This design comes from an exercise in tuning for small area and a short achievable clock period on the open sky130 flow, not from production work. Function was checked by simulation only, so behaviour that the tests miss may differ from the original. The clock input has no modelled driver; a real chip could not lean on it and would need a root buffer or a full tree. No activity file was given, so power comes from the tool's default toggle rates.

Setup of run A:
Design synchronous_fifo, start of the top module:
module synchronous_fifo #(
    parameter DEPTH = 10,
    parameter DATA_WIDTH = 32
) (
    input                           clk,
    input                           rst_n,
    input                           w_en,
    input                           r_en,
    input       [DATA_WIDTH-1:0]    data_in,
    output reg  [DATA_WIDTH-1:0]    data_out,
    output reg                      full,
    output reg                      empty
);
Size: ~1200 cells after synthesis, ~390 flip-flops, ~70 I/O pins.
==> flow/config.mk <==
export PLATFORM = sky130hd
export DESIGN_NAME = synchronous_fifo
export DESIGN_NICKNAME = synchronous_fifo
export VERILOG_FILES = /design/flow/design.v
export SDC_FILE = /design/flow/constraint.sdc
export NUM_CORES = 4
export LEC_CHECK = 0
export CAP_MARGIN = 20
export CORE_MARGIN = 2
export CORE_UTILIZATION = 58
export SETUP_SLACK_MARGIN = 1.6
export SLEW_MARGIN = 20
==> flow/constraint.sdc <==
create_clock -name core_clock -period 3.0 [get_ports {clk}]
set_input_delay 0.6000 -clock core_clock [delete_from_list [all_inputs] [get_ports {clk}]]
set_output_delay 0.6000 -clock core_clock [all_outputs]
set_load 0.01 [all_outputs]
standard.sh (not shown) runs the stock make flow with config.mk's settings and CLKGATE_MAP_FILE= SYNTH_SCRIPT=/design/flow/synth_recipe.tcl, a recipe that flattens the netlist after the stock synthesis.
==> flow/flow/run.sh <==
#!/bin/bash
# The standard layout, with buf_1 cells as port buffers and the clock
# tree rebuilt after CTS as two balanced levels of clkbuf_16 (see
# post_cts.tcl); ORFS's own logs stay in orfs/logs.
bash standard.sh BUFFER_PORTS_ARGS="-buffer_cell sky130_fd_sc_hd__buf_1" \
  CTS_ARGS="-sink_clustering_enable -repair_clock_nets -sink_clustering_size 20 -sink_clustering_max_diameter 70 -buf_list sky130_fd_sc_hd__clkbuf_16 -dont_use_dummy_load" \
  POST_CTS_TCL="$(pwd)/flow/post_cts.tcl" \
  > standard_run.log 2>&1
Other scripts of this flow, unchanged in this note and not shown: flow/flow/clock_tree.tcl, flow/flow/post_cts.tcl
The following lists how run B was set up differently from run A:
Settings: swapping 58 for 62 in CORE_UTILIZATION.
Going from run A to run B, met1 routed wirelength after detailed routing -1.0 mm; maximum frequency -32 MHz; net switching share of the total power ~0 delta; core occupancy in the finished layout +6.0 points; die area -about 6%.
Going from run A to run B, multi-input logic portion of the cell area up 0.35 points; footprint of the flip-flops and latches down 0.31%; global routing met1 resource utilization down 0.54 points.
Setup changes, run B to run C
Settings: swapping 1.6 for 1.55 in SETUP_SLACK_MARGIN; swapping 62 for 55 in CORE_UTILIZATION.
## What came out
Summary of run C over run B: final setup slack of the worst path moved up; final worst-path cycle share lower.
Lower wire length on met2 goes to run B over run C.
The critical path startpoint comes out r_en in one run and rst_n in the other, namely in run C and run B respectively.
Run C reports a higher wire length than run B does.
The critical-path cell with the highest stage delay comes out sky130_fd_sc_hd__and2_4 in one run and sky130_fd_sc_hd__buf_4 in the other, namely in run C and run B respectively.
On run C: synthesis-to-finish area growth is 2.3 points lower than what run B gave.
No run of this note takes its clock network from TritonCTS; it comes from the design's own scripts or RTL.

---

synchronous_fifo again, from the RTL that the note above started with.
export LEC_CHECK = 0
export CAP_MARGIN = 20
export CORE_MARGIN = 2
export CORE_UTILIZATION = 55
export SETUP_SLACK_MARGIN = 1.65
export SLEW_MARGIN = 20
create_clock -name core_clock -period 3.0 [get_ports {clk}]
Scripts as last shown in full above: flow/flow/run.sh
Other scripts of this flow, unchanged in this note and not shown: flow/flow/clock_tree.tcl, flow/flow/post_cts.tcl
Edit:
Settings changed: CAP_MARGIN 20 to 10, SLEW_MARGIN 20 to 10.
After rerunning: Total power does not change; synthesized cell count does not change; wire length does not change; utilization is unchanged; synthesized area is unchanged; via count does not change; critical path depth does not change; combinational power stays flat.
No run of this note takes its clock network from TritonCTS; it comes from the design's own scripts or RTL.

---

The RTL this note starts from:
==> flow/design.v <==
module synchronous_fifo #(
    parameter DEPTH = 10,
    parameter DATA_WIDTH = 32
) (
    input                           clk,
    input                           rst_n,
    input                           w_en,
    input                           r_en,
    input       [DATA_WIDTH-1:0]    data_in,
    output reg  [DATA_WIDTH-1:0]    data_out,
    output reg                      full,
    output reg                      empty
);
function [4:0] j_up;
    input [4:0] j;
    j_up = {j[3:0], ~j[4]};
endfunction
function [4:0] j_down;
    input [4:0] j;
    j_down = {~j[0], j[4:1]};
endfunction
function j_is;
    input [4:0] j;
    input integer k;
    case (k)
        0: j_is = ~j[4] & ~j[0];
        1: j_is =  j[0] & ~j[1];
        2: j_is =  j[1] & ~j[2];
        3: j_is =  j[2] & ~j[3];
        4: j_is =  j[3] & ~j[4];
        5: j_is =  j[4] &  j[0];
        6: j_is = ~j[0] &  j[1];
        7: j_is = ~j[1] &  j[2];
        8: j_is = ~j[2] &  j[3];
        default: j_is = ~j[3] & j[4];
    endcase
endfunction
reg [4:0] occ;
reg [DEPTH-1:0] r_sel;
reg [DEPTH-1:0] w_ok, w_nok;
wire wr  = w_en & ~full;
wire rd  = r_en & ~empty;
wire inc = wr & ~rd;
wire dec = rd & ~wr;
wire [DEPTH-1:0] w_sel  = full ? r_sel : w_ok;
wire [DEPTH-1:0] w_next = wr ? {w_sel[DEPTH-2:0], w_sel[DEPTH-1]} : w_sel;
reg full_next;
always @(*) begin
    if (inc)      full_next = j_is(occ, 9);
    else if (dec) full_next = 1'b0;
    else          full_next = full;
end
always @(posedge clk) begin
    if (!rst_n) begin
        w_ok  <= {{(DEPTH-1){1'b0}}, 1'b1};
        w_nok <= {{(DEPTH-1){1'b1}}, 1'b0};
        r_sel <= {{(DEPTH-1){1'b0}}, 1'b1};
        occ   <= 5'd0;
        full  <= 1'b0;
        empty <= 1'b1;
    end else begin
        w_ok  <= full_next ? {DEPTH{1'b0}} : w_next;
        w_nok <= full_next ? {DEPTH{1'b1}} : ~w_next;
        full  <= full_next;
        if (rd) r_sel <= {r_sel[DEPTH-2:0], r_sel[DEPTH-1]};
        if (inc) begin
            occ   <= j_up(occ);
            empty <= 1'b0;
        end else if (dec) begin
            occ   <= j_down(occ);
            empty <= j_is(occ, 1);
        end
    end
end
genvar g;
wire [DATA_WIDTH-1:0] slot [0:DEPTH-1];
generate
    for (g = 0; g < DEPTH; g = g + 1) begin : row
        reg  [DATA_WIDTH-1:0] word;
        wire load = w_en & w_ok[g];
        wire keep = ~w_en | w_nok[g];
        always @(posedge clk)
            word <= (data_in & {DATA_WIDTH{load}}) | (word & {DATA_WIDTH{keep}});
        assign slot[g] = word;
    end
endgenerate
integer i;
reg [DATA_WIDTH-1:0] rdata;
always @(*) begin
    rdata = {DATA_WIDTH{1'b0}};
    for (i = 0; i < DEPTH; i = i + 1)
        rdata = rdata | ({DATA_WIDTH{r_sel[i]}} & slot[i]);
end
always @(posedge clk) begin
    if (!rst_n)
        data_out <= {DATA_WIDTH{1'b0}};
    else if (rd)
        data_out <= rdata;
end
endmodule
clock: 3.0 ns
lec_check: 0
cap_margin: 20
core_margin: 2
core_utilization: 55
setup_slack_margin: 1.5
slew_margin: 20
==> flow/flow/run.sh <==
#!/bin/bash
bash standard.sh BUFFER_PORTS_ARGS="-buffer_cell sky130_fd_sc_hd__buf_1" \
  CTS_ARGS="-sink_clustering_enable -repair_clock_nets -sink_clustering_size 20 -sink_clustering_max_diameter 70 -buf_list sky130_fd_sc_hd__clkbuf_16 -dont_use_dummy_load" \
  POST_CTS_TCL="$(pwd)/flow/post_cts.tcl" \
  > standard_run.log 2>&1
==> flow/flow/post_cts.tcl <==
source [file join [file dirname [info script]] unroot.tcl]
unroot_clock_tree
estimate_parasitics -placement
==> flow/flow/unroot.tcl <==
proc unroot_clock_tree {} {
  set block [ord::get_db_block]
  set clk_net [$block findNet clk]
  set root ""
  set nin 0
  foreach it [$clk_net getITerms] {
    if {[$it isInputSignal]} { set root [$it getInst]; incr nin }
  }
  if {$nin != 1} { puts "unroot: clock port feeds $nin pins, left as is"; return }
  set root_out ""
  foreach it [$root getITerms] {
    if {[$it isOutputSignal]} { set root_out [$it getNet] }
  }
  set loads {}
  foreach it [$root_out getITerms] {
    if {[$it isInputSignal]} {
      if {![string match "sky130_fd_sc_hd__clkbuf_*" [[[$it getInst] getMaster] getName]]} {
        puts "unroot: root buffer drives a non-buffer, left as is"; return
      }
      lappend loads $it
    }
  }
  if {[llength $loads] > 4} { puts "unroot: root drives [llength $loads] pins, left as is"; return }
  foreach it $loads {
    $it disconnect
    $it connect $clk_net
  }
  foreach it [$root getITerms] { if {[$it getNet] != "NULL"} { $it disconnect } }
  odb::dbInst_destroy $root
  odb::dbNet_destroy $root_out
  puts "unroot: clock port now feeds [llength $loads] clock buffers"
}
The starting point finished clean.
Edit:
==> flow/flow/run.sh (replaced) <==
#!/bin/bash
bash standard.sh BUFFER_PORTS_ARGS="-buffer_cell sky130_fd_sc_hd__buf_1" \
  CTS_ARGS="-sink_clustering_enable -repair_clock_nets -sink_clustering_size 30 -sink_clustering_max_diameter 100 -buf_list sky130_fd_sc_hd__clkbuf_16 -dont_use_dummy_load" \
  POST_CTS_TCL="$(pwd)/flow/post_cts.tcl" \
  > standard_run.log 2>&1
What happened: Worst setup slack is worse by 0.0059 ns. Sequential share of layout area increases by 0.41 points. Final area decreases by about 0.8%. Via count is about the same. Critical path depth increases by 4. Clock power fell by 19%. Sequential cell count is unchanged. Routed wire length falls by 0.56%. Clock skew shrinks by 0.0078 ns. Non-clock buffer count increases by 3.

what the ideal ports hide:
The flow's constraints put no driver on any port. The routed layouts listed below were extracted and timed again, unchanged, in two steps. Step 1: set_driving_cell puts a clkbuf_16 on clk and a buf_2 on each other input, an assumption about the parent block. Step 2 moves the port delays by t, midway between the first and last clock arrival at a register: inputs arrive t later, outputs are due t later. That takes back most of the time a late clock gives input paths. Slacks: no drivers / after step 1 / after step 2; pairs: no drivers / after step 1.
run	t, ns	setup slack, ns	worst setup path at the end	worst data-port slew with drivers (ns)	cell pins on the clock port's net
run A	0.426	1.534 / 1.479 / 1.158	input to register	0.07	4
run B	0.425	1.462 / 1.484 / 1.116	input to register	0.07	4
run C	0.426	1.501 / 1.480 / 1.131	input to register	0.07	4
the first run of note 2	0.425	1.584 / 1.497 / 1.231	input to register	0.07	4
the second run of note 2	0.425	1.584 / 1.497 / 1.231	input to register	0.07	4
the first run of note 3	0.458	1.503 / 1.440 / 1.125	input to register	0.06	2
the second run of note 3	0.444	1.497 / 1.465 / 1.120	input to register	0.07	2
After both steps every run listed still meets setup and hold. For the first run of note 3, which loses most, drivers alone change the setup slack by -0.063 ns; drivers and shift together by -0.378 ns.
